Context: an optimization exercise on an open-source flow, tuned for small area, a short achievable clock period and few clock cycles per item. The choices shown serve that exercise and are no tape-out recipe. Where RTL was checked, it was by simulation tests only, not by an equivalence proof against the original. Only the layout flow was run in run 2; the RTL was not checked for function there.

### flow/config.mk
export PLATFORM = sky130hd
export DESIGN_NAME = ahb_lite_fir_filter
export DESIGN_NICKNAME = ahb_lite_fir_filter
export VERILOG_FILES = /design/flow/design.v
export SDC_FILE = /design/flow/constraint.sdc
export NUM_CORES = 4
export LEC_CHECK = 0
export ABC_AREA = 1
export CAP_MARGIN = 20
export CORE_MARGIN = 2
export CORE_UTILIZATION = 40
export CTS_CLUSTER_DIAMETER = 120
export CTS_CLUSTER_SIZE = 24
export PLACE_DENSITY = 0.7
export SETUP_SLACK_MARGIN = 5
export SLEW_MARGIN = 20
### flow/constraint.sdc
create_clock -name core_clock -period 11.0 [get_ports {clk}]
set_input_delay 2.2000 -clock core_clock [delete_from_list [all_inputs] [get_ports {clk}]]
set_output_delay 2.2000 -clock core_clock [all_outputs]
set_load 0.01 [all_outputs]
### flow/design.v
module mul_csa (
  input  wire [15:0] x,
  input  wire [8:0]  one,
  input  wire [8:0]  two,
  input  wire [7:0]  neg,
  output wire [22:0] a,
  output wire [22:0] b,
  output wire        cl
);
  wire pp0_0 = ((one[0] & x[0])) ^ neg[0];
  wire pp0_1 = ((one[0] & x[1]) | (two[0] & x[0])) ^ neg[0];
  wire pp0_2 = ((one[0] & x[2]) | (two[0] & x[1])) ^ neg[0];
  wire pp0_3 = ((one[0] & x[3]) | (two[0] & x[2])) ^ neg[0];
  wire pp0_4 = ((one[0] & x[4]) | (two[0] & x[3])) ^ neg[0];
  wire pp0_5 = ((one[0] & x[5]) | (two[0] & x[4])) ^ neg[0];
  wire pp0_6 = ((one[0] & x[6]) | (two[0] & x[5])) ^ neg[0];
  wire pp0_7 = ((one[0] & x[7]) | (two[0] & x[6])) ^ neg[0];
  wire pp0_8 = ((one[0] & x[8]) | (two[0] & x[7])) ^ neg[0];
  wire pp0_9 = ((one[0] & x[9]) | (two[0] & x[8])) ^ neg[0];
  wire pp0_10 = ((one[0] & x[10]) | (two[0] & x[9])) ^ neg[0];
  wire pp0_11 = ((one[0] & x[11]) | (two[0] & x[10])) ^ neg[0];
  wire pp0_12 = ((one[0] & x[12]) | (two[0] & x[11])) ^ neg[0];
  wire pp0_13 = ((one[0] & x[13]) | (two[0] & x[12])) ^ neg[0];
  wire pp0_14 = ((one[0] & x[14]) | (two[0] & x[13])) ^ neg[0];
  wire pp0_15 = ((one[0] & x[15]) | (two[0] & x[14])) ^ neg[0];
  wire pp0_16 = ((two[0] & x[15])) ^ neg[0];
  wire ns0 = ~neg[0];
  wire pp1_0 = ((one[1] & x[0])) ^ neg[1];
  wire pp1_1 = ((one[1] & x[1]) | (two[1] & x[0])) ^ neg[1];
  wire pp1_2 = ((one[1] & x[2]) | (two[1] & x[1])) ^ neg[1];
  wire pp1_3 = ((one[1] & x[3]) | (two[1] & x[2])) ^ neg[1];
  wire pp1_4 = ((one[1] & x[4]) | (two[1] & x[3])) ^ neg[1];
  wire pp1_5 = ((one[1] & x[5]) | (two[1] & x[4])) ^ neg[1];
  wire pp1_6 = ((one[1] & x[6]) | (two[1] & x[5])) ^ neg[1];
  wire pp1_7 = ((one[1] & x[7]) | (two[1] & x[6])) ^ neg[1];
  wire pp1_8 = ((one[1] & x[8]) | (two[1] & x[7])) ^ neg[1];
  wire pp1_9 = ((one[1] & x[9]) | (two[1] & x[8])) ^ neg[1];
  wire pp1_10 = ((one[1] & x[10]) | (two[1] & x[9])) ^ neg[1];
  wire pp1_11 = ((one[1] & x[11]) | (two[1] & x[10])) ^ neg[1];
  wire pp1_12 = ((one[1] & x[12]) | (two[1] & x[11])) ^ neg[1];
  wire pp1_13 = ((one[1] & x[13]) | (two[1] & x[12])) ^ neg[1];
  wire pp1_14 = ((one[1] & x[14]) | (two[1] & x[13])) ^ neg[1];
  wire pp1_15 = ((one[1] & x[15]) | (two[1] & x[14])) ^ neg[1];
  wire pp1_16 = ((two[1] & x[15])) ^ neg[1];
  wire ns1 = ~neg[1];
  wire pp2_0 = ((one[2] & x[0])) ^ neg[2];
  wire pp2_1 = ((one[2] & x[1]) | (two[2] & x[0])) ^ neg[2];
  wire pp2_2 = ((one[2] & x[2]) | (two[2] & x[1])) ^ neg[2];
  wire pp2_3 = ((one[2] & x[3]) | (two[2] & x[2])) ^ neg[2];
  wire pp2_4 = ((one[2] & x[4]) | (two[2] & x[3])) ^ neg[2];
  wire pp2_5 = ((one[2] & x[5]) | (two[2] & x[4])) ^ neg[2];
  wire pp2_6 = ((one[2] & x[6]) | (two[2] & x[5])) ^ neg[2];
  wire pp2_7 = ((one[2] & x[7]) | (two[2] & x[6])) ^ neg[2];
  wire pp2_8 = ((one[2] & x[8]) | (two[2] & x[7])) ^ neg[2];
  wire pp2_9 = ((one[2] & x[9]) | (two[2] & x[8])) ^ neg[2];
  wire pp2_10 = ((one[2] & x[10]) | (two[2] & x[9])) ^ neg[2];
  wire pp2_11 = ((one[2] & x[11]) | (two[2] & x[10])) ^ neg[2];
  wire pp2_12 = ((one[2] & x[12]) | (two[2] & x[11])) ^ neg[2];
  wire pp2_13 = ((one[2] & x[13]) | (two[2] & x[12])) ^ neg[2];
  wire pp2_14 = ((one[2] & x[14]) | (two[2] & x[13])) ^ neg[2];
  wire pp2_15 = ((one[2] & x[15]) | (two[2] & x[14])) ^ neg[2];
  wire pp2_16 = ((two[2] & x[15])) ^ neg[2];
  wire ns2 = ~neg[2];
  wire pp3_0 = ((one[3] & x[0])) ^ neg[3];
  wire pp3_1 = ((one[3] & x[1]) | (two[3] & x[0])) ^ neg[3];
  wire pp3_2 = ((one[3] & x[2]) | (two[3] & x[1])) ^ neg[3];
  wire pp3_3 = ((one[3] & x[3]) | (two[3] & x[2])) ^ neg[3];
  wire pp3_4 = ((one[3] & x[4]) | (two[3] & x[3])) ^ neg[3];
  wire pp3_5 = ((one[3] & x[5]) | (two[3] & x[4])) ^ neg[3];
  wire pp3_6 = ((one[3] & x[6]) | (two[3] & x[5])) ^ neg[3];
  wire pp3_7 = ((one[3] & x[7]) | (two[3] & x[6])) ^ neg[3];
  wire pp3_8 = ((one[3] & x[8]) | (two[3] & x[7])) ^ neg[3];
  wire pp3_9 = ((one[3] & x[9]) | (two[3] & x[8])) ^ neg[3];
  wire pp3_10 = ((one[3] & x[10]) | (two[3] & x[9])) ^ neg[3];
  wire pp3_11 = ((one[3] & x[11]) | (two[3] & x[10])) ^ neg[3];
  wire pp3_12 = ((one[3] & x[12]) | (two[3] & x[11])) ^ neg[3];
  wire pp3_13 = ((one[3] & x[13]) | (two[3] & x[12])) ^ neg[3];
  wire pp3_14 = ((one[3] & x[14]) | (two[3] & x[13])) ^ neg[3];
  wire pp3_15 = ((one[3] & x[15]) | (two[3] & x[14])) ^ neg[3];
  wire pp3_16 = ((two[3] & x[15])) ^ neg[3];
  wire ns3 = ~neg[3];
  wire pp4_0 = ((one[4] & x[0])) ^ neg[4];
  wire pp4_1 = ((one[4] & x[1]) | (two[4] & x[0])) ^ neg[4];
  wire pp4_2 = ((one[4] & x[2]) | (two[4] & x[1])) ^ neg[4];
  wire pp4_3 = ((one[4] & x[3]) | (two[4] & x[2])) ^ neg[4];
  wire pp4_4 = ((one[4] & x[4]) | (two[4] & x[3])) ^ neg[4];
  wire pp4_5 = ((one[4] & x[5]) | (two[4] & x[4])) ^ neg[4];
  wire pp4_6 = ((one[4] & x[6]) | (two[4] & x[5])) ^ neg[4];
  wire pp4_7 = ((one[4] & x[7]) | (two[4] & x[6])) ^ neg[4];
  wire pp4_8 = ((one[4] & x[8]) | (two[4] & x[7])) ^ neg[4];
  wire pp4_9 = ((one[4] & x[9]) | (two[4] & x[8])) ^ neg[4];
  wire pp4_10 = ((one[4] & x[10]) | (two[4] & x[9])) ^ neg[4];
  wire pp4_11 = ((one[4] & x[11]) | (two[4] & x[10])) ^ neg[4];
  wire pp4_12 = ((one[4] & x[12]) | (two[4] & x[11])) ^ neg[4];
  wire pp4_13 = ((one[4] & x[13]) | (two[4] & x[12])) ^ neg[4];
  wire pp4_14 = ((one[4] & x[14]) | (two[4] & x[13])) ^ neg[4];
  wire pp4_15 = ((one[4] & x[15]) | (two[4] & x[14])) ^ neg[4];
  wire pp4_16 = ((two[4] & x[15])) ^ neg[4];
  wire ns4 = ~neg[4];
  wire pp5_0 = ((one[5] & x[0])) ^ neg[5];
  wire pp5_1 = ((one[5] & x[1]) | (two[5] & x[0])) ^ neg[5];
  wire pp5_2 = ((one[5] & x[2]) | (two[5] & x[1])) ^ neg[5];
  wire pp5_3 = ((one[5] & x[3]) | (two[5] & x[2])) ^ neg[5];
  wire pp5_4 = ((one[5] & x[4]) | (two[5] & x[3])) ^ neg[5];
  wire pp5_5 = ((one[5] & x[5]) | (two[5] & x[4])) ^ neg[5];
  wire pp5_6 = ((one[5] & x[6]) | (two[5] & x[5])) ^ neg[5];
  wire pp5_7 = ((one[5] & x[7]) | (two[5] & x[6])) ^ neg[5];
  wire pp5_8 = ((one[5] & x[8]) | (two[5] & x[7])) ^ neg[5];
  wire pp5_9 = ((one[5] & x[9]) | (two[5] & x[8])) ^ neg[5];
  wire pp5_10 = ((one[5] & x[10]) | (two[5] & x[9])) ^ neg[5];
  wire pp5_11 = ((one[5] & x[11]) | (two[5] & x[10])) ^ neg[5];
  wire pp5_12 = ((one[5] & x[12]) | (two[5] & x[11])) ^ neg[5];
  wire pp5_13 = ((one[5] & x[13]) | (two[5] & x[12])) ^ neg[5];
  wire pp5_14 = ((one[5] & x[14]) | (two[5] & x[13])) ^ neg[5];
  wire pp5_15 = ((one[5] & x[15]) | (two[5] & x[14])) ^ neg[5];
  wire pp5_16 = ((two[5] & x[15])) ^ neg[5];
  wire ns5 = ~neg[5];
  wire pp6_0 = ((one[6] & x[0])) ^ neg[6];
  wire pp6_1 = ((one[6] & x[1]) | (two[6] & x[0])) ^ neg[6];
  wire pp6_2 = ((one[6] & x[2]) | (two[6] & x[1])) ^ neg[6];
  wire pp6_3 = ((one[6] & x[3]) | (two[6] & x[2])) ^ neg[6];
  wire pp6_4 = ((one[6] & x[4]) | (two[6] & x[3])) ^ neg[6];
  wire pp6_5 = ((one[6] & x[5]) | (two[6] & x[4])) ^ neg[6];
  wire pp6_6 = ((one[6] & x[6]) | (two[6] & x[5])) ^ neg[6];
  wire pp6_7 = ((one[6] & x[7]) | (two[6] & x[6])) ^ neg[6];
  wire pp6_8 = ((one[6] & x[8]) | (two[6] & x[7])) ^ neg[6];
  wire pp6_9 = ((one[6] & x[9]) | (two[6] & x[8])) ^ neg[6];
  wire pp6_10 = ((one[6] & x[10]) | (two[6] & x[9])) ^ neg[6];
  wire pp6_11 = ((one[6] & x[11]) | (two[6] & x[10])) ^ neg[6];
  wire pp6_12 = ((one[6] & x[12]) | (two[6] & x[11])) ^ neg[6];
  wire pp6_13 = ((one[6] & x[13]) | (two[6] & x[12])) ^ neg[6];
  wire pp6_14 = ((one[6] & x[14]) | (two[6] & x[13])) ^ neg[6];
  wire pp6_15 = ((one[6] & x[15]) | (two[6] & x[14])) ^ neg[6];
  wire pp6_16 = ((two[6] & x[15])) ^ neg[6];
  wire ns6 = ~neg[6];
  wire pp7_0 = ((one[7] & x[0])) ^ neg[7];
  wire pp7_1 = ((one[7] & x[1]) | (two[7] & x[0])) ^ neg[7];
  wire pp7_2 = ((one[7] & x[2]) | (two[7] & x[1])) ^ neg[7];
  wire pp7_3 = ((one[7] & x[3]) | (two[7] & x[2])) ^ neg[7];
  wire pp7_4 = ((one[7] & x[4]) | (two[7] & x[3])) ^ neg[7];
  wire pp7_5 = ((one[7] & x[5]) | (two[7] & x[4])) ^ neg[7];
  wire pp7_6 = ((one[7] & x[6]) | (two[7] & x[5])) ^ neg[7];
  wire pp7_7 = ((one[7] & x[7]) | (two[7] & x[6])) ^ neg[7];
  wire pp7_8 = ((one[7] & x[8]) | (two[7] & x[7])) ^ neg[7];
  wire pp7_9 = ((one[7] & x[9]) | (two[7] & x[8])) ^ neg[7];
  wire pp7_10 = ((one[7] & x[10]) | (two[7] & x[9])) ^ neg[7];
  wire pp7_11 = ((one[7] & x[11]) | (two[7] & x[10])) ^ neg[7];
  wire pp7_12 = ((one[7] & x[12]) | (two[7] & x[11])) ^ neg[7];
  wire pp7_13 = ((one[7] & x[13]) | (two[7] & x[12])) ^ neg[7];
  wire pp7_14 = ((one[7] & x[14]) | (two[7] & x[13])) ^ neg[7];
  wire pp7_15 = ((one[7] & x[15]) | (two[7] & x[14])) ^ neg[7];
  wire pp7_16 = ((two[7] & x[15])) ^ neg[7];
  wire ns7 = ~neg[7];
  wire pp8_0 = one[8] & x[0];
  wire pp8_1 = one[8] & x[1];
  wire pp8_2 = one[8] & x[2];
  wire pp8_3 = one[8] & x[3];
  wire pp8_4 = one[8] & x[4];
  wire pp8_5 = one[8] & x[5];
  wire pp8_6 = one[8] & x[6];
  wire pp8_7 = one[8] & x[7];
  wire pp8_8 = one[8] & x[8];
  wire pp8_9 = one[8] & x[9];
  wire pp8_10 = one[8] & x[10];
  wire pp8_11 = one[8] & x[11];
  wire pp8_12 = one[8] & x[12];
  wire pp8_13 = one[8] & x[13];
  wire pp8_14 = one[8] & x[14];
  wire pp8_15 = one[8] & x[15];
  wire s1 = neg[5] ^ pp0_10;
  wire c2 = neg[5] & pp0_10;
  wire s3 = pp0_11 ^ pp1_9;
  wire c4 = pp0_11 & pp1_9;
  wire s5 = neg[6] ^ pp0_12 ^ pp1_10;
  wire c6 = (neg[6] & pp0_12) | (pp1_10 & (neg[6] ^ pp0_12));
  wire s7 = pp2_8 ^ pp3_6;
  wire c8 = pp2_8 & pp3_6;
  wire s9 = pp0_13 ^ pp1_11 ^ pp2_9;
  wire c10 = (pp0_13 & pp1_11) | (pp2_9 & (pp0_13 ^ pp1_11));
  wire s11 = pp3_7 ^ pp4_5;
  wire c12 = pp3_7 & pp4_5;
  wire s13 = neg[7] ^ pp0_14 ^ pp1_12;
  wire c14 = (neg[7] & pp0_14) | (pp1_12 & (neg[7] ^ pp0_14));
  wire s15 = pp2_10 ^ pp3_8 ^ pp4_6;
  wire c16 = (pp2_10 & pp3_8) | (pp4_6 & (pp2_10 ^ pp3_8));
  wire s17 = pp5_4 ^ pp6_2;
  wire c18 = pp5_4 & pp6_2;
  wire s19 = pp0_15 ^ pp1_13 ^ pp2_11;
  wire c20 = (pp0_15 & pp1_13) | (pp2_11 & (pp0_15 ^ pp1_13));
  wire s21 = pp3_9 ^ pp4_7 ^ pp5_5;
  wire c22 = (pp3_9 & pp4_7) | (pp5_5 & (pp3_9 ^ pp4_7));
  wire s23 = pp6_3 ^ pp7_1;
  wire c24 = pp6_3 & pp7_1;
  wire s25 = pp0_16 ^ pp1_14 ^ pp2_12;
  wire c26 = (pp0_16 & pp1_14) | (pp2_12 & (pp0_16 ^ pp1_14));
  wire s27 = pp3_10 ^ pp4_8 ^ pp5_6;
  wire c28 = (pp3_10 & pp4_8) | (pp5_6 & (pp3_10 ^ pp4_8));
  wire s29 = pp6_4 ^ pp7_2 ^ pp8_0;
  wire c30 = (pp6_4 & pp7_2) | (pp8_0 & (pp6_4 ^ pp7_2));
  wire s31 = neg[0] ^ pp1_15 ^ pp2_13;
  wire c32 = (neg[0] & pp1_15) | (pp2_13 & (neg[0] ^ pp1_15));
  wire s33 = pp3_11 ^ pp4_9 ^ pp5_7;
  wire c34 = (pp3_11 & pp4_9) | (pp5_7 & (pp3_11 ^ pp4_9));
  wire s35 = pp6_5 ^ pp7_3 ^ pp8_1;
  wire c36 = (pp6_5 & pp7_3) | (pp8_1 & (pp6_5 ^ pp7_3));
  wire s37 = neg[0] ^ pp1_16 ^ pp2_14;
  wire c38 = (neg[0] & pp1_16) | (pp2_14 & (neg[0] ^ pp1_16));
  wire s39 = pp3_12 ^ pp4_10 ^ pp5_8;
  wire c40 = (pp3_12 & pp4_10) | (pp5_8 & (pp3_12 ^ pp4_10));
  wire s41 = pp6_6 ^ pp7_4 ^ pp8_2;
  wire c42 = (pp6_6 & pp7_4) | (pp8_2 & (pp6_6 ^ pp7_4));
  wire s43 = ns0 ^ ns1 ^ pp2_15;
  wire c44 = (ns0 & ns1) | (pp2_15 & (ns0 ^ ns1));
  wire s45 = pp3_13 ^ pp4_11 ^ pp5_9;
  wire c46 = (pp3_13 & pp4_11) | (pp5_9 & (pp3_13 ^ pp4_11));
  wire s47 = pp6_7 ^ pp7_5 ^ pp8_3;
  wire c48 = (pp6_7 & pp7_5) | (pp8_3 & (pp6_7 ^ pp7_5));
  wire s49 = 1'b1 ^ pp2_16 ^ pp3_14;
  wire c50 = (1'b1 & pp2_16) | (pp3_14 & (1'b1 ^ pp2_16));
  wire s51 = pp4_12 ^ pp5_10 ^ pp6_8;
  wire c52 = (pp4_12 & pp5_10) | (pp6_8 & (pp4_12 ^ pp5_10));
  wire s53 = pp7_6 ^ pp8_4;
  wire c54 = pp7_6 & pp8_4;
  wire s55 = ns2 ^ pp3_15 ^ pp4_13;
  wire c56 = (ns2 & pp3_15) | (pp4_13 & (ns2 ^ pp3_15));
  wire s57 = pp5_11 ^ pp6_9 ^ pp7_7;
  wire c58 = (pp5_11 & pp6_9) | (pp7_7 & (pp5_11 ^ pp6_9));
  wire s59 = 1'b1 ^ pp3_16 ^ pp4_14;
  wire c60 = (1'b1 & pp3_16) | (pp4_14 & (1'b1 ^ pp3_16));
  wire s61 = pp5_12 ^ pp6_10;
  wire c62 = pp5_12 & pp6_10;
  wire s63 = ns3 ^ pp4_15 ^ pp5_13;
  wire c64 = (ns3 & pp4_15) | (pp5_13 & (ns3 ^ pp4_15));
  wire s65 = 1'b1 ^ pp4_16;
  wire c66 = 1'b1 & pp4_16;
  wire s67 = neg[3] ^ pp0_6;
  wire c68 = neg[3] & pp0_6;
  wire s69 = pp0_7 ^ pp1_5;
  wire c70 = pp0_7 & pp1_5;
  wire s71 = neg[4] ^ pp0_8 ^ pp1_6;
  wire c72 = (neg[4] & pp0_8) | (pp1_6 & (neg[4] ^ pp0_8));
  wire s73 = pp2_4 ^ pp3_2;
  wire c74 = pp2_4 & pp3_2;
  wire s75 = pp0_9 ^ pp1_7 ^ pp2_5;
  wire c76 = (pp0_9 & pp1_7) | (pp2_5 & (pp0_9 ^ pp1_7));
  wire s77 = pp3_3 ^ pp4_1;
  wire c78 = pp3_3 & pp4_1;
  wire s79 = pp1_8 ^ pp2_6 ^ pp3_4;
  wire c80 = (pp1_8 & pp2_6) | (pp3_4 & (pp1_8 ^ pp2_6));
  wire s81 = pp4_2 ^ pp5_0 ^ s1;
  wire c82 = (pp4_2 & pp5_0) | (s1 & (pp4_2 ^ pp5_0));
  wire s83 = pp2_7 ^ pp3_5 ^ pp4_3;
  wire c84 = (pp2_7 & pp3_5) | (pp4_3 & (pp2_7 ^ pp3_5));
  wire s85 = pp5_1 ^ c2 ^ s3;
  wire c86 = (pp5_1 & c2) | (s3 & (pp5_1 ^ c2));
  wire s87 = pp4_4 ^ pp5_2 ^ pp6_0;
  wire c88 = (pp4_4 & pp5_2) | (pp6_0 & (pp4_4 ^ pp5_2));
  wire s89 = c4 ^ s5 ^ s7;
  wire c90 = (c4 & s5) | (s7 & (c4 ^ s5));
  wire s91 = pp5_3 ^ pp6_1 ^ c6;
  wire c92 = (pp5_3 & pp6_1) | (c6 & (pp5_3 ^ pp6_1));
  wire s93 = c8 ^ s9 ^ s11;
  wire c94 = (c8 & s9) | (s11 & (c8 ^ s9));
  wire s95 = pp7_0 ^ c10 ^ c12;
  wire c96 = (pp7_0 & c10) | (c12 & (pp7_0 ^ c10));
  wire s97 = s13 ^ s15 ^ s17;
  wire c98 = (s13 & s15) | (s17 & (s13 ^ s15));
  wire s99 = c14 ^ c16 ^ c18;
  wire c100 = (c14 & c16) | (c18 & (c14 ^ c16));
  wire s101 = s19 ^ s21 ^ s23;
  wire c102 = (s19 & s21) | (s23 & (s19 ^ s21));
  wire s103 = c20 ^ c22 ^ c24;
  wire c104 = (c20 & c22) | (c24 & (c20 ^ c22));
  wire s105 = s25 ^ s27 ^ s29;
  wire c106 = (s25 & s27) | (s29 & (s25 ^ s27));
  wire s107 = c26 ^ c28 ^ c30;
  wire c108 = (c26 & c28) | (c30 & (c26 ^ c28));
  wire s109 = s31 ^ s33 ^ s35;
  wire c110 = (s31 & s33) | (s35 & (s31 ^ s33));
  wire s111 = c32 ^ c34 ^ c36;
  wire c112 = (c32 & c34) | (c36 & (c32 ^ c34));
  wire s113 = s37 ^ s39 ^ s41;
  wire c114 = (s37 & s39) | (s41 & (s37 ^ s39));
  wire s115 = c38 ^ c40 ^ c42;
  wire c116 = (c38 & c40) | (c42 & (c38 ^ c40));
  wire s117 = s43 ^ s45 ^ s47;
  wire c118 = (s43 & s45) | (s47 & (s43 ^ s45));
  wire s119 = c44 ^ c46 ^ c48;
  wire c120 = (c44 & c46) | (c48 & (c44 ^ c46));
  wire s121 = s49 ^ s51 ^ s53;
  wire c122 = (s49 & s51) | (s53 & (s49 ^ s51));
  wire s123 = pp8_5 ^ c50 ^ c52;
  wire c124 = (pp8_5 & c50) | (c52 & (pp8_5 ^ c50));
  wire s125 = c54 ^ s55 ^ s57;
  wire c126 = (c54 & s55) | (s57 & (c54 ^ s55));
  wire s127 = pp7_8 ^ pp8_6 ^ c56;
  wire c128 = (pp7_8 & pp8_6) | (c56 & (pp7_8 ^ pp8_6));
  wire s129 = c58 ^ s59 ^ s61;
  wire c130 = (c58 & s59) | (s61 & (c58 ^ s59));
  wire s131 = pp6_11 ^ pp7_9 ^ pp8_7;
  wire c132 = (pp6_11 & pp7_9) | (pp8_7 & (pp6_11 ^ pp7_9));
  wire s133 = c60 ^ c62 ^ s63;
  wire c134 = (c60 & c62) | (s63 & (c60 ^ c62));
  wire s135 = pp5_14 ^ pp6_12 ^ pp7_10;
  wire c136 = (pp5_14 & pp6_12) | (pp7_10 & (pp5_14 ^ pp6_12));
  wire s137 = pp8_8 ^ c64 ^ s65;
  wire c138 = (pp8_8 & c64) | (s65 & (pp8_8 ^ c64));
  wire s139 = ns4 ^ pp5_15 ^ pp6_13;
  wire c140 = (ns4 & pp5_15) | (pp6_13 & (ns4 ^ pp5_15));
  wire s141 = pp7_11 ^ pp8_9 ^ c66;
  wire c142 = (pp7_11 & pp8_9) | (c66 & (pp7_11 ^ pp8_9));
  wire s143 = 1'b1 ^ pp5_16 ^ pp6_14;
  wire c144 = (1'b1 & pp5_16) | (pp6_14 & (1'b1 ^ pp5_16));
  wire s145 = pp7_12 ^ pp8_10;
  wire c146 = pp7_12 & pp8_10;
  wire s147 = ns5 ^ pp6_15 ^ pp7_13;
  wire c148 = (ns5 & pp6_15) | (pp7_13 & (ns5 ^ pp6_15));
  wire s149 = 1'b1 ^ pp6_16;
  wire c150 = 1'b1 & pp6_16;
  wire s151 = neg[2] ^ pp0_4;
  wire c152 = neg[2] & pp0_4;
  wire s153 = pp0_5 ^ pp1_3;
  wire c154 = pp0_5 & pp1_3;
  wire s155 = pp1_4 ^ pp2_2 ^ pp3_0;
  wire c156 = (pp1_4 & pp2_2) | (pp3_0 & (pp1_4 ^ pp2_2));
  wire s157 = pp2_3 ^ pp3_1 ^ c68;
  wire c158 = (pp2_3 & pp3_1) | (c68 & (pp2_3 ^ pp3_1));
  wire s159 = pp4_0 ^ c70 ^ s71;
  wire c160 = (pp4_0 & c70) | (s71 & (pp4_0 ^ c70));
  wire s161 = c72 ^ c74 ^ s75;
  wire c162 = (c72 & c74) | (s75 & (c72 ^ c74));
  wire s163 = c76 ^ c78 ^ s79;
  wire c164 = (c76 & c78) | (s79 & (c76 ^ c78));
  wire s165 = c80 ^ s83 ^ c82;
  wire c166 = (c80 & s83) | (c82 & (c80 ^ s83));
  wire s167 = c84 ^ s87 ^ c86;
  wire c168 = (c84 & s87) | (c86 & (c84 ^ s87));
  wire s169 = c88 ^ c90 ^ s91;
  wire c170 = (c88 & c90) | (s91 & (c88 ^ c90));
  wire s171 = c92 ^ c94 ^ s95;
  wire c172 = (c92 & c94) | (s95 & (c92 ^ c94));
  wire s173 = c96 ^ c98 ^ s99;
  wire c174 = (c96 & c98) | (s99 & (c96 ^ c98));
  wire s175 = c100 ^ c102 ^ s103;
  wire c176 = (c100 & c102) | (s103 & (c100 ^ c102));
  wire s177 = c104 ^ c106 ^ s107;
  wire c178 = (c104 & c106) | (s107 & (c104 ^ c106));
  wire s179 = c108 ^ c110 ^ s111;
  wire c180 = (c108 & c110) | (s111 & (c108 ^ c110));
  wire s181 = c112 ^ c114 ^ s115;
  wire c182 = (c112 & c114) | (s115 & (c112 ^ c114));
  wire s183 = c116 ^ c118 ^ s119;
  wire c184 = (c116 & c118) | (s119 & (c116 ^ c118));
  wire s185 = c120 ^ c122 ^ s123;
  wire c186 = (c120 & c122) | (s123 & (c120 ^ c122));
  wire s187 = c124 ^ c126 ^ s127;
  wire c188 = (c124 & c126) | (s127 & (c124 ^ c126));
  wire s189 = s131 ^ c128 ^ c130;
  wire c190 = (s131 & c128) | (c130 & (s131 ^ c128));
  wire s191 = c132 ^ s135 ^ c134;
  wire c192 = (c132 & s135) | (c134 & (c132 ^ s135));
  wire s193 = c136 ^ s139 ^ c138;
  wire c194 = (c136 & s139) | (c138 & (c136 ^ s139));
  wire s195 = c140 ^ s143 ^ s145;
  wire c196 = (c140 & s143) | (s145 & (c140 ^ s143));
  wire s197 = pp8_11 ^ c144 ^ c146;
  wire c198 = (pp8_11 & c144) | (c146 & (pp8_11 ^ c144));
  wire s199 = pp7_14 ^ pp8_12 ^ c148;
  wire c200 = (pp7_14 & pp8_12) | (c148 & (pp7_14 ^ pp8_12));
  wire s201 = ns6 ^ pp7_15 ^ pp8_13;
  wire c202 = (ns6 & pp7_15) | (pp8_13 & (ns6 ^ pp7_15));
  wire s203 = 1'b1 ^ pp7_16;
  wire c204 = 1'b1 & pp7_16;
  wire s205 = neg[1] ^ pp0_2;
  wire c206 = neg[1] & pp0_2;
  wire s207 = pp0_3 ^ pp1_1;
  wire c208 = pp0_3 & pp1_1;
  wire s209 = pp1_2 ^ pp2_0 ^ s151;
  wire c210 = (pp1_2 & pp2_0) | (s151 & (pp1_2 ^ pp2_0));
  wire s211 = pp2_1 ^ c152 ^ s153;
  wire c212 = (pp2_1 & c152) | (s153 & (pp2_1 ^ c152));
  wire s213 = s67 ^ c154 ^ s155;
  wire c214 = (s67 & c154) | (s155 & (s67 ^ c154));
  wire s215 = s69 ^ c156 ^ s157;
  wire c216 = (s69 & c156) | (s157 & (s69 ^ c156));
  wire s217 = s73 ^ c158 ^ s159;
  wire c218 = (s73 & c158) | (s159 & (s73 ^ c158));
  wire s219 = s77 ^ c160 ^ s161;
  wire c220 = (s77 & c160) | (s161 & (s77 ^ c160));
  wire s221 = s81 ^ c162 ^ s163;
  wire c222 = (s81 & c162) | (s163 & (s81 ^ c162));
  wire s223 = s85 ^ c164 ^ s165;
  wire c224 = (s85 & c164) | (s165 & (s85 ^ c164));
  wire s225 = s89 ^ c166 ^ s167;
  wire c226 = (s89 & c166) | (s167 & (s89 ^ c166));
  wire s227 = s93 ^ c168 ^ s169;
  wire c228 = (s93 & c168) | (s169 & (s93 ^ c168));
  wire s229 = s97 ^ c170 ^ s171;
  wire c230 = (s97 & c170) | (s171 & (s97 ^ c170));
  wire s231 = s101 ^ c172 ^ s173;
  wire c232 = (s101 & c172) | (s173 & (s101 ^ c172));
  wire s233 = s105 ^ c174 ^ s175;
  wire c234 = (s105 & c174) | (s175 & (s105 ^ c174));
  wire s235 = s109 ^ c176 ^ s177;
  wire c236 = (s109 & c176) | (s177 & (s109 ^ c176));
  wire s237 = s113 ^ c178 ^ s179;
  wire c238 = (s113 & c178) | (s179 & (s113 ^ c178));
  wire s239 = s117 ^ c180 ^ s181;
  wire c240 = (s117 & c180) | (s181 & (s117 ^ c180));
  wire s241 = s121 ^ c182 ^ s183;
  wire c242 = (s121 & c182) | (s183 & (s121 ^ c182));
  wire s243 = s125 ^ c184 ^ s185;
  wire c244 = (s125 & c184) | (s185 & (s125 ^ c184));
  wire s245 = s129 ^ c186 ^ s187;
  wire c246 = (s129 & c186) | (s187 & (s129 ^ c186));
  wire s247 = s133 ^ c188 ^ s189;
  wire c248 = (s133 & c188) | (s189 & (s133 ^ c188));
  wire s249 = s137 ^ c190 ^ s191;
  wire c250 = (s137 & c190) | (s191 & (s137 ^ c190));
  wire s251 = s141 ^ c192 ^ s193;
  wire c252 = (s141 & c192) | (s193 & (s141 ^ c192));
  wire s253 = c142 ^ s195 ^ c194;
  wire c254 = (c142 & s195) | (c194 & (c142 ^ s195));
  wire s255 = s147 ^ c196 ^ s197;
  wire c256 = (s147 & c196) | (s197 & (s147 ^ c196));
  wire s257 = s149 ^ c198 ^ s199;
  wire c258 = (s149 & c198) | (s199 & (s149 ^ c198));
  wire s259 = c150 ^ s201 ^ c200;
  wire c260 = (c150 & s201) | (c200 & (c150 ^ s201));
  wire s261 = pp8_14 ^ c202 ^ s203;
  wire c262 = (pp8_14 & c202) | (s203 & (pp8_14 ^ c202));
  wire [7:0] la = {c214, c212, c210, c208, c206, pp1_0, pp0_1, neg[0]};
  wire [7:0] lb = {s215, s213, s211, s209, s207, s205, 1'b0, pp0_0};
  wire [8:0] ls = {1'b0, la} + {1'b0, lb};
  assign cl = ls[8];
  assign a[0] = c216;
  assign b[0] = s217;
  assign a[1] = c218;
  assign b[1] = s219;
  assign a[2] = c220;
  assign b[2] = s221;
  assign a[3] = c222;
  assign b[3] = s223;
  assign a[4] = c224;
  assign b[4] = s225;
  assign a[5] = c226;
  assign b[5] = s227;
  assign a[6] = c228;
  assign b[6] = s229;
  assign a[7] = c230;
  assign b[7] = s231;
  assign a[8] = c232;
  assign b[8] = s233;
  assign a[9] = c234;
  assign b[9] = s235;
  assign a[10] = c236;
  assign b[10] = s237;
  assign a[11] = c238;
  assign b[11] = s239;
  assign a[12] = c240;
  assign b[12] = s241;
  assign a[13] = c242;
  assign b[13] = s243;
  assign a[14] = c244;
  assign b[14] = s245;
  assign a[15] = c246;
  assign b[15] = s247;
  assign a[16] = c248;
  assign b[16] = s249;
  assign a[17] = c250;
  assign b[17] = s251;
  assign a[18] = c252;
  assign b[18] = s253;
  assign a[19] = c254;
  assign b[19] = s255;
  assign a[20] = c256;
  assign b[20] = s257;
  assign a[21] = c258;
  assign b[21] = s259;
  assign a[22] = c260;
  assign b[22] = s261;
endmodule
module booth_enc (
    input  wire [15:0] c,
    output wire [8:0]  one,
    output wire [8:0]  two,
    output wire [7:0]  neg
);
    wire [18:0] ce = {2'b00, c, 1'b0};
    genvar j;
    generate
        for (j = 0; j < 9; j = j + 1) begin : g
            wire b2 = ce[2*j+2];
            wire b1 = ce[2*j+1];
            wire b0 = ce[2*j];
            assign one[j] = b1 ^ b0;
            assign two[j] = (b2 & ~b1 & ~b0) | (~b2 & b1 & b0);
            if (j < 8) begin : gn
                assign neg[j] = b2;
            end
        end
    endgenerate
endmodule
module prefix16 (
    input  wire [15:0] g,
    input  wire [15:0] p,
    output wire        G,
    output wire        P
);
    wire [7:0] ga, pa;
    wire [3:0] gb, pb;
    wire [1:0] gc, pc;
    genvar i;
    generate
        for (i = 0; i < 8; i = i + 1) begin : l1
            assign ga[i] = g[2*i+1] | (p[2*i+1] & g[2*i]);
            assign pa[i] = p[2*i+1] & p[2*i];
        end
        for (i = 0; i < 4; i = i + 1) begin : l2
            assign gb[i] = ga[2*i+1] | (pa[2*i+1] & ga[2*i]);
            assign pb[i] = pa[2*i+1] & pa[2*i];
        end
        for (i = 0; i < 2; i = i + 1) begin : l3
            assign gc[i] = gb[2*i+1] | (pb[2*i+1] & gb[2*i]);
            assign pc[i] = pb[2*i+1] & pb[2*i];
        end
    endgenerate
    assign G = gc[1] | (pc[1] & gc[0]);
    assign P = pc[1] & pc[0];
endmodule
module ahb_lite_fir_filter (
    input  wire        clk,
    input  wire        n_rst,
    input  wire        hsel,
    input  wire [3:0]  haddr,
    input  wire        hsize,
    input  wire [1:0]  htrans,
    input  wire        hwrite,
    input  wire [15:0] hwdata,
    output reg  [15:0] hrdata,
    output reg         hresp
);
    wire xfer = hsel & (htrans != 2'b00);
    always @(*) begin
        hresp = 1'b0;
        if (xfer) begin
            if (hwrite) hresp = (haddr[3:2] == 2'b00) | (haddr == 4'd15);
            else        hresp = (haddr == 4'd15);
        end
    end
    wire wr_ok    = xfer & hwrite & (haddr[3:2] != 2'b00) & (haddr != 4'd15);
    wire s_wr_nx  = wr_ok & (haddr[3:1] == 3'd2);
    reg        wv;           
    reg        hw_lo;        
    reg        hw_hi;
    reg [3:0]  wa;
    reg        ws;
    reg [3:0]  ra;           
    reg        rs;
    always @(posedge clk, negedge n_rst) begin
        if (!n_rst) begin
            wv <= 1'b0; hw_lo <= 1'b0; hw_hi <= 1'b0;
        end else begin
            wv    <= wr_ok;
            hw_lo <= s_wr_nx & (hsize | ~haddr[0]);
            hw_hi <= s_wr_nx & (hsize | haddr[0]);
        end
    end
    always @(posedge clk) begin
        wa <= haddr;
        ws <= hsize;
        ra <= haddr;
        rs <= hsize;
    end
    wire w_lo  = ws | ~wa[0];
    wire w_hi  = ws | wa[0];
    wire s_wr  = hw_lo | hw_hi;                        
    wire ld    = wv & (wa == 4'd14) & hwdata[0];       
    wire [3:0] f_wr;
    assign f_wr[0] = wv & (wa[3:1] == 3'd3);
    assign f_wr[1] = wv & (wa[3:1] == 3'd4);
    assign f_wr[2] = wv & (wa[3:1] == 3'd5);
    assign f_wr[3] = wv & (wa[3:1] == 3'd6);
    reg [15:0] F0, F1, F2, F3;       
    reg [15:0] C0, C1, C2, C3;       
    reg [15:0] S, H1, H2;            
    reg [15:0] result;               
    reg        rneg;                 
    reg        err;
    reg [1:0] zf0, zf1, zf2, zf3;    
    reg [1:0] zc0, zc1, zc2, zc3;    
    reg       zs, zh1, zh2, zr;      
    always @(posedge clk, negedge n_rst) begin
        if (!n_rst) begin
            zf0 <= 2'b11; zf1 <= 2'b11; zf2 <= 2'b11; zf3 <= 2'b11;
            zc0 <= 2'b11; zc1 <= 2'b11; zc2 <= 2'b11; zc3 <= 2'b11;
        end else begin
            if (f_wr[0] & w_lo) zf0[0] <= 1'b0;
            if (f_wr[0] & w_hi) zf0[1] <= 1'b0;
            if (f_wr[1] & w_lo) zf1[0] <= 1'b0;
            if (f_wr[1] & w_hi) zf1[1] <= 1'b0;
            if (f_wr[2] & w_lo) zf2[0] <= 1'b0;
            if (f_wr[2] & w_hi) zf2[1] <= 1'b0;
            if (f_wr[3] & w_lo) zf3[0] <= 1'b0;
            if (f_wr[3] & w_hi) zf3[1] <= 1'b0;
            if (ld) begin
                zc0 <= zf0; zc1 <= zf1; zc2 <= zf2; zc3 <= zf3;
            end
        end
    end
    always @(posedge clk) begin
        begin
            if (f_wr[0] & w_lo) F0[7:0]  <= hwdata[7:0];
            if (f_wr[0] & w_hi) F0[15:8] <= hwdata[15:8];
            if (f_wr[1] & w_lo) F1[7:0]  <= hwdata[7:0];
            if (f_wr[1] & w_hi) F1[15:8] <= hwdata[15:8];
            if (f_wr[2] & w_lo) F2[7:0]  <= hwdata[7:0];
            if (f_wr[2] & w_hi) F2[15:8] <= hwdata[15:8];
            if (f_wr[3] & w_lo) F3[7:0]  <= hwdata[7:0];
            if (f_wr[3] & w_hi) F3[15:8] <= hwdata[15:8];
        end
    end
    always @(posedge clk) begin
        if (ld) begin
            C0 <= F0; C1 <= F1; C2 <= F2; C3 <= F3;
        end
    end
    wire [15:0] F0v = {zf0[1] ? 8'd0 : F0[15:8], zf0[0] ? 8'd0 : F0[7:0]};
    wire [15:0] F1v = {zf1[1] ? 8'd0 : F1[15:8], zf1[0] ? 8'd0 : F1[7:0]};
    wire [15:0] F2v = {zf2[1] ? 8'd0 : F2[15:8], zf2[0] ? 8'd0 : F2[7:0]};
    wire [15:0] F3v = {zf3[1] ? 8'd0 : F3[15:8], zf3[0] ? 8'd0 : F3[7:0]};
    wire [15:0] C3v = {zc3[1] ? 8'd0 : C3[15:8], zc3[0] ? 8'd0 : C3[7:0]};
    localparam J_IDLE = 3'd0, J_L3 = 3'd1, J_L2 = 3'd2, J_W2 = 3'd3, J_T1 = 3'd4;
    localparam T_NONE = 3'd0, T_P0 = 3'd5, T_L3 = 3'd1, T_L2 = 3'd2, T_W2 = 3'd3, T_T1 = 3'd4;
    reg        pend;         
    reg        acc_ok;       
    reg [2:0]  jq;           
    reg        shifted;      
    reg        msh;          
    reg [1:0]  mbk;          
    reg [2:0]  tag;          
    reg [2:0]  mop;          
    reg        sx_s, sx_h1, sx_h2;           
    reg        sc0, sc1, sc2, sc3;           
    reg [17:0] ACC;          
    wire complete_now = pend & acc_ok & (tag == T_P0);
    wire step = (mop != T_P0);
    wire gs  = sx_s  & ~zs;
    wire gh1 = sx_h1 & ~zh1;
    wire gh2 = sx_h2 & ~zh2;
    wire [15:0] xo = ({16{gs}} & S) | ({16{gh1}} & H1) | ({16{gh2}} & H2);
    wire [7:0] ca_lo = ({8{sc0 & ~zc0[0]}} & C0[7:0]) | ({8{sc1 & ~zc1[0]}} & C1[7:0])
                     | ({8{sc2 & ~zc2[0]}} & C2[7:0]) | ({8{sc3 & ~zc3[0]}} & C3[7:0]);
    wire [7:0] ca_hi = ({8{sc0 & ~zc0[1]}} & C0[15:8]) | ({8{sc1 & ~zc1[1]}} & C1[15:8])
                     | ({8{sc2 & ~zc2[1]}} & C2[15:8]) | ({8{sc3 & ~zc3[1]}} & C3[15:8]);
    wire [15:0] ca = {ca_hi, ca_lo};
    wire [15:0] xa = {hw_hi ? hwdata[15:8] : xo[15:8], hw_lo ? hwdata[7:0] : xo[7:0]};
    wire [8:0] a_one, a_two;
    wire [7:0] a_neg;
    booth_enc ENCA (.c(ca), .one(a_one), .two(a_two), .neg(a_neg));
    wire [22:0] ma_a, ma_b;
    wire        ma_c;
    mul_csa MA (.x(xa), .one(a_one), .two(a_two), .neg(a_neg), .a(ma_a), .b(ma_b), .cl(ma_c));
    reg [22:0] pa, pb;
    reg        pcl;
    always @(posedge clk) begin
        pa  <= ma_a;
        pb  <= ma_b;
        pcl <= ma_c;
    end
    wire [24:0] U2  = {1'b0, pa, 1'b1} + {1'b0, pb, pcl};
    wire [23:0] U   = U2[24:1];
    wire [15:0] T   = U[22:7];
    wire [7:0]  lo2 = {1'b0, pa[6:0]} + {1'b0, pb[6:0]} + {7'd0, pcl};
    wire        cin = lo2[7];
    wire [15:0] ph  = pa[22:7];
    wire [15:0] qh  = pb[22:7];
    wire [15:0] nk  = ~ACC[15:0];
    wire [15:0] sv  = ph ^ qh ^ nk;
    wire [15:0] cm  = (ph & qh) | (ph & nk) | (qh & nk);
    wire [15:0] g1 = ph & qh;
    wire [15:0] p1 = ph | qh;
    wire [15:0] g2 = sv & {cm[14:0], 1'b0};
    wire [15:0] p2 = sv | {cm[14:0], 1'b0};
    wire gw, pw, gr, pr;
    prefix16 PW (.g(g1), .p(p1), .G(gw), .P(pw));
    prefix16 PR (.g(g2), .p(p2), .G(gr), .P(pr));
    wire w    = gw | (pw & cin);
    wire c16  = gr | (pr & cin);
    wire ovf3 = ~ACC[17] & ACC[16];
    wire err4 = ACC[17] & (w ? (cm[15] & c16) : (cm[15] | c16));
    wire err_n = ovf3 | err4;
    wire        a_sub = (tag == T_P0) | (tag == T_L2) | (tag == T_W2);
    wire [17:0] a_op  = (tag == T_W2) ? {2'b00, M3} : (tag == T_L3) ? 18'd0 : ACC;
    wire [18:0] a_s2  = {a_op, 1'b1} + {{2'b00, T} ^ {18{a_sub}}, a_sub};
    wire [17:0] a_sum = a_s2[18:1];
    wire        mb_act = (mbk != 2'd3);
    wire [15:0] xm = ({16{~msh & ~zh1}} & H1) | ({16{msh & ~zh2}} & H2);
    reg  [2:0]  mneg, mone, mtwo;    
    wire [16:0] mg0 = ({17{mone[0]}} & {1'b0, xm}) | ({17{mtwo[0]}} & {xm, 1'b0});
    wire [16:0] mg1 = ({17{mone[1]}} & {1'b0, xm}) | ({17{mtwo[1]}} & {xm, 1'b0});
    wire [16:0] mg2 = ({17{mone[2]}} & {1'b0, xm}) | ({17{mtwo[2]}} & {xm, 1'b0});
    reg         mbp;                 
    reg  [21:0] mbacc;
    wire [15:0] M3 = mbacc[15:0];
    wire [26:0] r0 = {{8{mneg[0]}}, mg0 ^ {17{mneg[0]}}, 1'b0, (mbk != 2'd0) & mbp};
    wire [26:0] r1 = {{6{mneg[1]}}, mg1 ^ {17{mneg[1]}}, 1'b0, mneg[0], 2'b00};
    wire [26:0] r2 = {{4{mneg[2]}}, mg2 ^ {17{mneg[2]}}, 1'b0, mneg[1], 4'b0000};
    wire [26:0] r3 = (mbk == 2'd0) ? 27'd0 : {{6{mbacc[21]}}, mbacc[21:1]};
    wire [26:0] k1s = r0 ^ r1 ^ r2;
    wire [26:0] k1c = {((r0 & r1) | (r0 & r2) | (r1 & r2)), 1'b0};
    wire [26:0] k2s = k1s ^ k1c ^ r3;
    wire [26:0] k2c = {((k1s & k1c) | (k1s & r3) | (k1c & r3)), 1'b0};
    wire [26:0] mbsum = k2s + k2c;
    always @(posedge clk) begin
        if (mb_act) begin
            mbacc <= mbsum[26:5];
            mbp   <= mneg[2];
        end
        if (tag == T_L3 || tag == T_L2 || tag == T_W2 || tag == T_T1) ACC <= a_sum;
    end
    reg [2:0] jq_n;
    always @(*) begin
        if (ld)        jq_n = J_L3;
        else if (step) jq_n = (mop == T_L3) ? J_L2 : (mop == T_T1) ? J_IDLE : J_T1;
        else           jq_n = complete_now ? J_W2 : jq;
    end
    wire [2:0] tag_n    = ld ? T_NONE : mop;
    wire       pend_n   = s_wr | (pend & ~complete_now);
    wire       acc_ok_n = ~ld & ~complete_now & (acc_ok | (tag == T_T1));
    wire       shift_n  = ~ld & ~complete_now & (shifted | s_wr);
    wire [1:0] mbk_n    = (ld | complete_now) ? 2'd0 : (mbk == 2'd3) ? 2'd3 : mbk + 2'd1;
    wire       cpl_nx = pend_n & acc_ok_n & (tag_n == T_P0);
    wire [2:0] jq_nx  = cpl_nx ? J_W2 : jq_n;
    wire       sh_nx  = shift_n & ~cpl_nx;
    reg  [2:0] mop_n;
    always @(*) begin
        if (s_wr_nx) mop_n = T_P0;
        else case (jq_nx)
            J_L3:    mop_n = T_L3;
            J_L2:    mop_n = T_L2;
            J_W2:    mop_n = T_W2;
            J_T1:    mop_n = T_T1;
            default: mop_n = T_P0;
        endcase
    end
    wire [15:0] c3_n = ld ? F3v : C3v;
    wire [18:0] c3e  = {2'b00, c3_n, 1'b0};
    reg  [6:0]  cw;
    always @(*) begin
        case (mbk_n)
            2'd0:    cw = c3e[6:0];
            2'd1:    cw = c3e[12:6];
            default: cw = c3e[18:12];
        endcase
    end
    reg [2:0] mneg_n, mone_n, mtwo_n;
    integer q;
    always @(*) begin
        for (q = 0; q < 3; q = q + 1) begin
            mone_n[q] = cw[2*q+1] ^ cw[2*q];
            mtwo_n[q] = (cw[2*q+2] & ~cw[2*q+1] & ~cw[2*q]) | (~cw[2*q+2] & cw[2*q+1] & cw[2*q]);
            mneg_n[q] = cw[2*q+2];
        end
    end
    always @(posedge clk, negedge n_rst) begin
        if (!n_rst) begin
            mone <= 3'd0; mtwo <= 3'd0; mneg <= 3'd0;
        end else begin
            mone <= mone_n; mtwo <= mtwo_n; mneg <= mneg_n;
        end
    end
    always @(posedge clk, negedge n_rst) begin
        if (!n_rst) begin
            zs <= 1'b1; zh1 <= 1'b1; zh2 <= 1'b1; zr <= 1'b1;
            err <= 1'b0;
            pend <= 1'b0; acc_ok <= 1'b0;
            jq <= J_L3; shifted <= 1'b0; msh <= 1'b0; mbk <= 2'd0; tag <= T_NONE;
            mop <= T_L3;
            sx_s <= 1'b0; sx_h1 <= 1'b0; sx_h2 <= 1'b1;
            sc0 <= 1'b0; sc1 <= 1'b0; sc2 <= 1'b0; sc3 <= 1'b1;
        end else begin
            if (s_wr) begin
                zs  <= 1'b0;
                zh1 <= zs;
                zh2 <= zh1;
            end
            if (complete_now) begin
                err <= err_n;
                zr  <= 1'b0;
            end
            if (ld) err <= 1'b0;
            pend    <= pend_n;
            acc_ok  <= acc_ok_n;
            jq      <= jq_n;
            shifted <= shift_n;
            msh     <= ~ld & ~complete_now & (msh | s_wr);
            mbk     <= mbk_n;
            tag     <= tag_n;
            mop     <= mop_n;
            sx_s    <= (mop_n == T_P0) | ((mop_n == T_T1) & ~sh_nx);
            sx_h1   <= ((mop_n == T_T1) & sh_nx) | (((mop_n == T_L2) | (mop_n == T_W2)) & ~sh_nx);
            sx_h2   <= (mop_n == T_L3) | (((mop_n == T_L2) | (mop_n == T_W2)) & sh_nx);
            sc0     <= (mop_n == T_P0);
            sc1     <= (mop_n == T_T1);
            sc2     <= (mop_n == T_L2) | (mop_n == T_W2);
            sc3     <= (mop_n == T_L3);
        end
    end
    always @(posedge clk) begin
        if (s_wr) begin
            S  <= xa;
            H1 <= S;
            H2 <= H1;
        end
        if (complete_now) begin
            result <= a_sum[15:0];
            rneg   <= a_sum[17];
        end
    end
    wire busy_o = pend & ~complete_now;
    wire err_o  = complete_now ? err_n : err;
    wire [15:0] rmag = rneg ? (~result + 16'd1) : result;
    reg [15:0] rv;
    always @(*) begin
        case (ra[3:1])
            3'd0:    rv = {7'd0, err_o, 7'd0, busy_o};
            3'd1:    rv = zr ? 16'd0 : rmag;
            3'd2:    rv = zs ? 16'd0 : S;
            3'd3:    rv = F0v;
            3'd4:    rv = F1v;
            3'd5:    rv = F2v;
            3'd6:    rv = F3v;
            default: rv = 16'd0;
        endcase
        hrdata[15:8] = (rs | ra[0])  ? rv[15:8] : 8'd0;
        hrdata[7:0]  = (rs | ~ra[0]) ? rv[7:0]  : 8'd0;
    end
endmodule
### flow/flow/run.sh
#!/bin/bash
bash standard.sh SETUP_SLACK_MARGIN=6.0 "BUFFER_PORTS_ARGS=-buffer_cell sky130_fd_sc_hd__buf_2" finish > standard.log 2>&1
### flow/standard.sh
#!/bin/bash
# synth_recipe.tcl (not shown) runs the flow's synth.tcl, then flattens the netlist and writes it again
# the make line also repeats each setting of config.mk as NAME=value (left out here)
make -C /OpenROAD-flow-scripts/flow DESIGN_CONFIG=/design/flow/config.mk WORK_HOME=/design/flow/orfs CLKGATE_MAP_FILE= SYNTH_SCRIPT=/design/flow/synth_recipe.tcl "${@:-finish}"
==> results of run 1 <==
==> synthesized netlist by cell type, drive strengths merged, types with 5 or more instances <==
cell	n
a211oi	5
a21o	6
a21oi	104
a221oi	5
a31oi	22
a32oi	9
buf	49
clkbuf	31
clkinv	8
dfrtp	31
dfstp	24
dfxtp	52
edfxtp	234
fa	162
ha	110
inv	513
nand2	389
nand3	111
nand4	16
nor2	181
nor3	36
o21a	10
o21ai	112
o22ai	216
o31ai	6
or2	7
xnor2	33
xor2	215
==> state kept, by name, indices dropped and copies added, names as in the netlist, 16 cells and up <==
| name | count |
|---|---|
| F3 | 16 |
| ACC | 18 |
| C3 | 16 |
| pb | 23 |
| S | 16 |
| C2 | 16 |
| H2 | 16 |
| mbacc | 22 |
| F1 | 16 |
| C0 | 16 |
| F2 | 16 |
| H1 | 16 |
| result | 16 |
| pa | 23 |
| C1 | 16 |
| F0 | 16 |
==> how the worst max path moves through the flow <==
stage	from	endpoint	slack (ns)	cells past startpoint
4_1_cts	zc1[0]	pb[14]	5.93	18
6_report	ACC[15]	hrdata[8]	6.03	14
5_1_grt	ACC[15]	hrdata[8]	5.91	14
3_5_place_dp	hwdata[7]	pb[14]	5.36	11
3_3_place_gp	hwdata[7]	pb[14]	5.40	11
2_1_floorplan	hwdata[12]	pb[14]	6.01	11
==> per-stage QoR <==
stage / setup slack, ns / std cells / area [um^2]
after floorplan: 6.009 / 2736 / 25270
after global placement: 5.404 / 3567 / 26280
after detailed placement: 5.362 / 3567 / 26280
after CTS: 5.928 / 3607 / 27020
after global routing: 5.906 / 3639 / 27530
final: 6.030 / 3639 / 27530
==> cell type report <==
| class | instances | share of cell area (%) |
|---|---|---|
| tap | 846 | 3.845 |
| clock inverter | 4 | 0.2136 |
| multi-input combinational | 1794 | 49.81 |
| sequential | 341 | 34.42 |
| timing repair buffer | 105 | 2.700 |
| inverter | 521 | 7.236 |
| clock buffer | 28 | 1.773 |
==> what timing repair did <==
item	CTS	global route
endpoints found under the hold margin	0	0
hold buffers	0	0
setup buffers	8	32
gates resized for setup	48	57
setup endpoints to repair	50	51
gates cloned	0	0
pin swaps	23	26
==> kinds of logic (layout without fill, tap and decap cells) <==
logic type | after synthesis | in the layout | share of synthesized area, %
buf+inv | 601 | 658 | 9.415
xor+xnor | 248 | 248 | 8.621
simple gates | 752 | 752 | 12.74
flops | 341 | 341 | 37.60
fa+ha+maj | 272 | 272 | 18.33
compound gates | 522 | 522 | 13.29
==> layer usage <==
| metal | wire, um | track usage (%) |
|---|---|---|
| met1 | 29040 | 29.50 |
| met4 | 1967 | 5.698 |
| met5 | 0 | 0 |
| met2 | 31670 | 34.57 |
| met3 | 6313 | 3.580 |
==> worst max-delay path, delay by kind of cell (launching register included) <==
kind	cells	cell delay [ns]
AND/OR/NAND/NOR	10	0.84
flip-flops	1	0.46
adder cells (fa/ha/maj)	1	0.55
AO/OA/AOI/OAI	1	0.05
buffers and inverters	2	0.32
==> flow_summary.yaml, run 1 <==
status:
  outcome: "complete, no violations"
sta:
  tightest_slew_ns: 1.128
  fin_skew_ns: 0.06204
  clock.fmax_mhz: 201.2
  fin_crit_sh_pct: 45.18
  setup_tns_ns: 0
  finalMaxSlewViolations: 0
  setup_viol_count_final: 0
  holdWs_ns: 0.4536
  final.min_clock_period_ns: 4.970
  slew_headroom_pct: 24.69
  hold_violations: 0
  rsz0062_at_grt: "true"
worst_setup_path:
  rr_startpoint: "zh2"
  cp_data_required_time_ns: 8.80
  crit_slowest_cell: "fa_1"
  worstSetupEndpointType: "output pin"
  path_cells: "fa_1 > nand2_1 > buf_4 > nand3_1 > nand3_1 > nor2_2 > nand3_2 > nand2_2 > nand2_2 > nand2_2 > nand2_2 > nand2_2 > a21oi_2 > buf_2"
  slowest_delay_ns: 0.55
  start_kind: "flop"
  crit_top_cell: "nand2_2"
  cp_max_fo: 2
  arrival_ns: 2.77
  criticalPathCategory: "reg2out"
  reg2reg_slack_ns: 6.11
  worstReg2RegEnd: "mbacc[17]"
  reg2reg_depth: 19
layout:
  regArea_um2: 9477
  layout_commonest_cell: "inv_1"
  multi_input_area_um2: 13710
  most-common-layout-cells: "482 x inv_1, 357 x nand2_1, 234 x edfxtp_1"
  nFillCells: 6011
  antenna_cells: 0
  area_growth_pct: 9.262
  fin_util_pct: 43.96
  nets: 3080
  drive_above_1_share_pct: 10.88
routing:
  vias_per_cell: 5.399
  first_iter_violations: 2351
  firstDrtPassIters: 5
  drc: 0
  wl_per_cell_um: 18.96
  drt-total-wl_um: 69000
  antenna_left: 0
  num_vias: 19650
clocking:
  clk_latency_ns: 0.59
  htreeDepth: 1
  clock-sinks: 341
  cts_root_buf: "clkbuf_16"
  cts_tree: "yes"
  path_clk_slew_ns: 0.11
  cts_buffers: 18
  clockBufferDepth: 3
floorplanning:
  die_width_um: 255.0
  floorplan.initialDensity_pct: 40.24
  die-area_um2: 65010
  die_h_um: 255.0
  core_um2: 62620
  io_pins: 44
  num_rows: 92
flow_run:
  max-cap-violations: 0
synthesis:
  syn_avg_cell_area_um2: 9.209
  yosysTopAreaCell: "edfxtp_1"
  yosysWarnings: 1
  ys_ff_latch: 341
  async_flop_share_pct: 16.13
  synth.cell_area_um2: 25200
  synth_ff_type: "edfxtp_1"
  synthTopCellsByArea: "edfxtp_1 28%, fa_1 13%, xor2_1 7.5%, inv_1 7.4%, nand2_1 5.6%"
  seq_area_frac_synth_pct: 37.60
  synthDistinctLibCells: 61
  synth_fp_nets: 3035
  netlist_instances: 2736
  synth_top_area_share_pct: 27.89
  synth_edf_count: 234
global_routing:
  grt_pass1_wl_um: 108200
  grt_max_degree: 76
  grt_pass1_vias: 19120
  grtUsageTotal_pct: 21.30
  overflow: 0
  antenna_found_initial: 0
placement:
  routabilityCongestion: 0.9205
  dpl.hpwl_um: 52480
  io_buffers: 43
min_path:
  hold_start: "F2[9]"
  hold-path-endpoint: "C2[9]"
  worst_hold_path_type: "reg2reg"
  min_path_cells: 0
Testbench counts, summed over its fixed seeds: cycles 4,880, samples 1,600.
==> run 2, diff against run 1 <==
--- a/flow/design.v
+++ b/flow/design.v
@@ -673,4 +673,3 @@
     wire [15:0] T   = U[22:7];
-    wire [7:0]  lo2 = {1'b0, pa[6:0]} + {1'b0, pb[6:0]} + {7'd0, pcl};
-    wire        cin = lo2[7];
+    wire        cin = U[7] ^ pa[7] ^ pb[7];
     wire [15:0] ph  = pa[22:7];
@@ -680,10 +679,7 @@
     wire [15:0] cm  = (ph & qh) | (ph & nk) | (qh & nk);
-    wire [15:0] g1 = ph & qh;
-    wire [15:0] p1 = ph | qh;
     wire [15:0] g2 = sv & {cm[14:0], 1'b0};
     wire [15:0] p2 = sv | {cm[14:0], 1'b0};
-    wire gw, pw, gr, pr;
-    prefix16 PW (.g(g1), .p(p1), .G(gw), .P(pw));
+    wire gr, pr;
     prefix16 PR (.g(g2), .p(p2), .G(gr), .P(pr));
-    wire w    = gw | (pw & cin);
+    wire w    = U[23];
     wire c16  = gr | (pr & cin);
--- a/flow/config.mk
+++ b/flow/config.mk
@@ -12,3 +12,3 @@
 export CTS_CLUSTER_DIAMETER = 120
-export CTS_CLUSTER_SIZE = 24
+export CTS_CLUSTER_SIZE = 22
 export PLACE_DENSITY = 0.7
==> flow_summary.yaml, run 2 <==
routing:
  firstDrtPassIters: 5
  num_vias: 19120
  first_iter_violations: 2218
  drt-total-wl_um: 67810
  wl_per_cell_um: 19.57
  antenna_left: 0
  vias_per_cell: 5.517
  drc: 0
layout:
  area_growth_pct: 9.200
  reg_top3: "pa (23), pb (23), mbacc (22)"
  nets: 2943
  fin_util_pct: 43.99
  drive_above_1_share_pct: 12.04
  layout_commonest_cell: "inv_1"
  most-common-layout-cells: "405 x inv_1, 331 x nand2_1, 234 x edfxtp_1"
min_path:
  worst_hold_path_type: "reg2reg"
  hold-path-endpoint: "C1[0]"
  hold_start: "F1[0]"
  min_path_cells: 0
worst_setup_path:
  cp_max_fo: 2
  start_kind: "flop"
  rr_startpoint: "zc0[1]"
  criticalPathCategory: "reg2out"
  cp_data_required_time_ns: 8.80
  reg2reg_slack_ns: 6.20
  arrival_ns: 2.92
  worstSetupEndpointType: "output pin"
  worstReg2RegEnd: "pb[14]"
  reg2reg_depth: 17
sta:
  fin_crit_sh_pct: 46.51
  finalMaxSlewViolations: 0
  layout_setup_ws_ns: 5.883
  hold_violations: 0
  setup_viol_count_final: 0
  final.min_clock_period_ns: 5.117
  setup_tns_ns: 0
  slew_headroom_pct: 23.31
  rsz0062_at_grt: "true"
  clock.fmax_mhz: 195.4
  fin_skew_ns: 0.02497
  tightest_slew_ns: 1.149
clocking:
  path_clk_slew_ns: 0.09
  cts_buffers: 20
  htreeDepth: 1
  cts_tree: "yes"
  cts_root_buf: "clkbuf_16"
  hold_buffers: 0
  clockBufferDepth: 3
  clk_latency_ns: 0.56
  clock-sinks: 341
synthesis:
  synth_ff_type: "edfxtp_1"
  yosysWarnings: 1
  synth.cell_area_um2: 24720
  synth_top_area_share_pct: 28.42
  yosysTopAreaCell: "edfxtp_1"
  synth_fp_nets: 2903
  synthTopCellsByArea: "edfxtp_1 28%, fa_1 13%, xor2_1 7.9%, inv_1 6.3%, nand2_1 5.2%"
  synthDistinctLibCells: 66
  synth_common_cells: "416 x inv_1, 343 x nand2_1, 234 x edfxtp_1, 223 x xor2_1, 168 x nor2_1"
  netlist_instances: 2620
  syn_avg_cell_area_um2: 9.437
  seq_area_frac_synth_pct: 38.32
  synth.most_common_cell: "inv_1"
  ys_ff_latch: 341
  async_flop_share_pct: 16.13
  synth_edf_count: 234
floorplanning:
  floorplan.initialDensity_pct: 40.29
  num_rows: 91
  die-area_um2: 63810
  io_pins: 44
  die_width_um: 252.6
  core_um2: 61370
  die_h_um: 252.6
placement:
  dp_slack_ns: 5.119
  dpl.hpwl_um: 51580
  io_buffers: 43
  routabilityCongestion: 0.9254
global_routing:
  antenna_found_initial: 1
  grtUsageTotal_pct: 21.14
  overflow: 0
  grt_max_degree: 56
  grt_pass1_wl_um: 105600
  grt_pass1_vias: 18590
flow_run:
  max-cap-violations: 0
status:
  outcome: "complete, no violations"
==> run 2: kinds of logic after synthesis <==
kind of cell,share of synthesized area (%)
AND/OR/NAND/NOR,12.14
AO/OA/AOI/OAI,14.41
buffers and inverters,8.542
flip-flops,38.32
adder cells (fa/ha/maj),17.87
XOR/XNOR,8.715
==> run 2: worst max-delay path, stage by stage, from the launching register on <==
cell	delay, ns
edfxtp_1	0.38
inv_2	0.12
fa_1	0.42
or2_2	0.30
o21ai_0	0.10
nor2_2	0.06
nand2_1	0.08
a21oi_1	0.06
nor2_1	0.08
nand2_1	0.08
nand2_1	0.09
nand3_2	0.11
nand2_4	0.11
nand2_4	0.06
nand2_2	0.07
a21oi_2	0.05
buf_2	0.18
==> run 2: worst max path at each step <==
stage                           from   endpoint  slack (ns)  cells after the start
after floorplan           hwdata[11]      pb[6]        5.97                     11
after global placement    hwdata[15]      pb[8]        5.16                     14
after detailed placement  hwdata[15]      pb[8]        5.12                     14
after global routing         ACC[13]  hrdata[8]        5.71                     17
final                         ACC[5]  hrdata[8]        5.88                     16
after CTS                     pb[22]  hrdata[8]        5.72                     16
==> run 2: metrics by stage <==
stage / std cells / cell area (um^2) / hold slack, ns
finish: 3465 / 27000 / 0.4502
global route: 3464 / 27000 / 0.4618
CTS: 3429 / 26430 / 0.4529
detailed placement: 3387 / 25680 / 0.4344
global placement: 3387 / 25680 / 0.4288
floorplan: 2620 / 24790 / 0.4219
==> run 2: area by class of cell <==
class                           count  area (um^2)
Fill cell                        5725        34370
Multi-Input combinational cell   1749        13510
Sequential cell                   341         9478
Inverter                          446         1703
Tap cell                          790        988.4
Timing Repair Buffer              102        716.9
Clock buffer                       31        541.8
Clock inverter                      5        57.56
Antenna cell                        1        2.502
==> run 2: routing by layer <==
layer | track usage, % | part of all wire [%] | routed length (um) | vias up
li1 | - | - | - | 8851
met1 | 29.10 | 41 | 28130 | 9261
met2 | 33.60 | 45 | 30790 | 873
met3 | 4.016 | 9.7 | 6588 | 131
met4 | 6.813 | 3.4 | 2301 | 0
met5 | 0 | 0 | 0 | -
==> run 2: timing repair <==
| item | CTS | global route |
|---|---|---|
| buffers inserted | 6 | 35 |
| pin swaps | 14 | 22 |
| hold endpoints to repair | 0 | 0 |
| cloned | 0 | 0 |
| resized for setup | 38 | 68 |
| setup endpoints to repair | 30 | 53 |

## what the ideal ports hide
How much do the figures lean on ideal ports? The routed layouts below were timed once more, with nothing changed but the port constraints. Step 1 sets driving cells, clkbuf_16 on the clock port and buf_2 on the other inputs (assumed; they add their load-dependent delay and slew). Step 2 also shifts input and output timing later by t, the mid clock arrival at the registers, as if the neighbouring blocks saw the same clock. Three values: ideal, step 1, step 2; two values: the first two.
run | t, ns | setup slack, ns | worst setup path at the end
run 1 | 0.621 | 6.030 / 5.969 / 5.491 | input to register
run 2 | 0.611 | 5.883 / 5.825 / 5.556 | input to register
After both steps setup and hold are still met in every run listed. The setup slack of run 1, which loses most, moves by -0.061 ns with the drivers and by -0.539 ns with both steps.
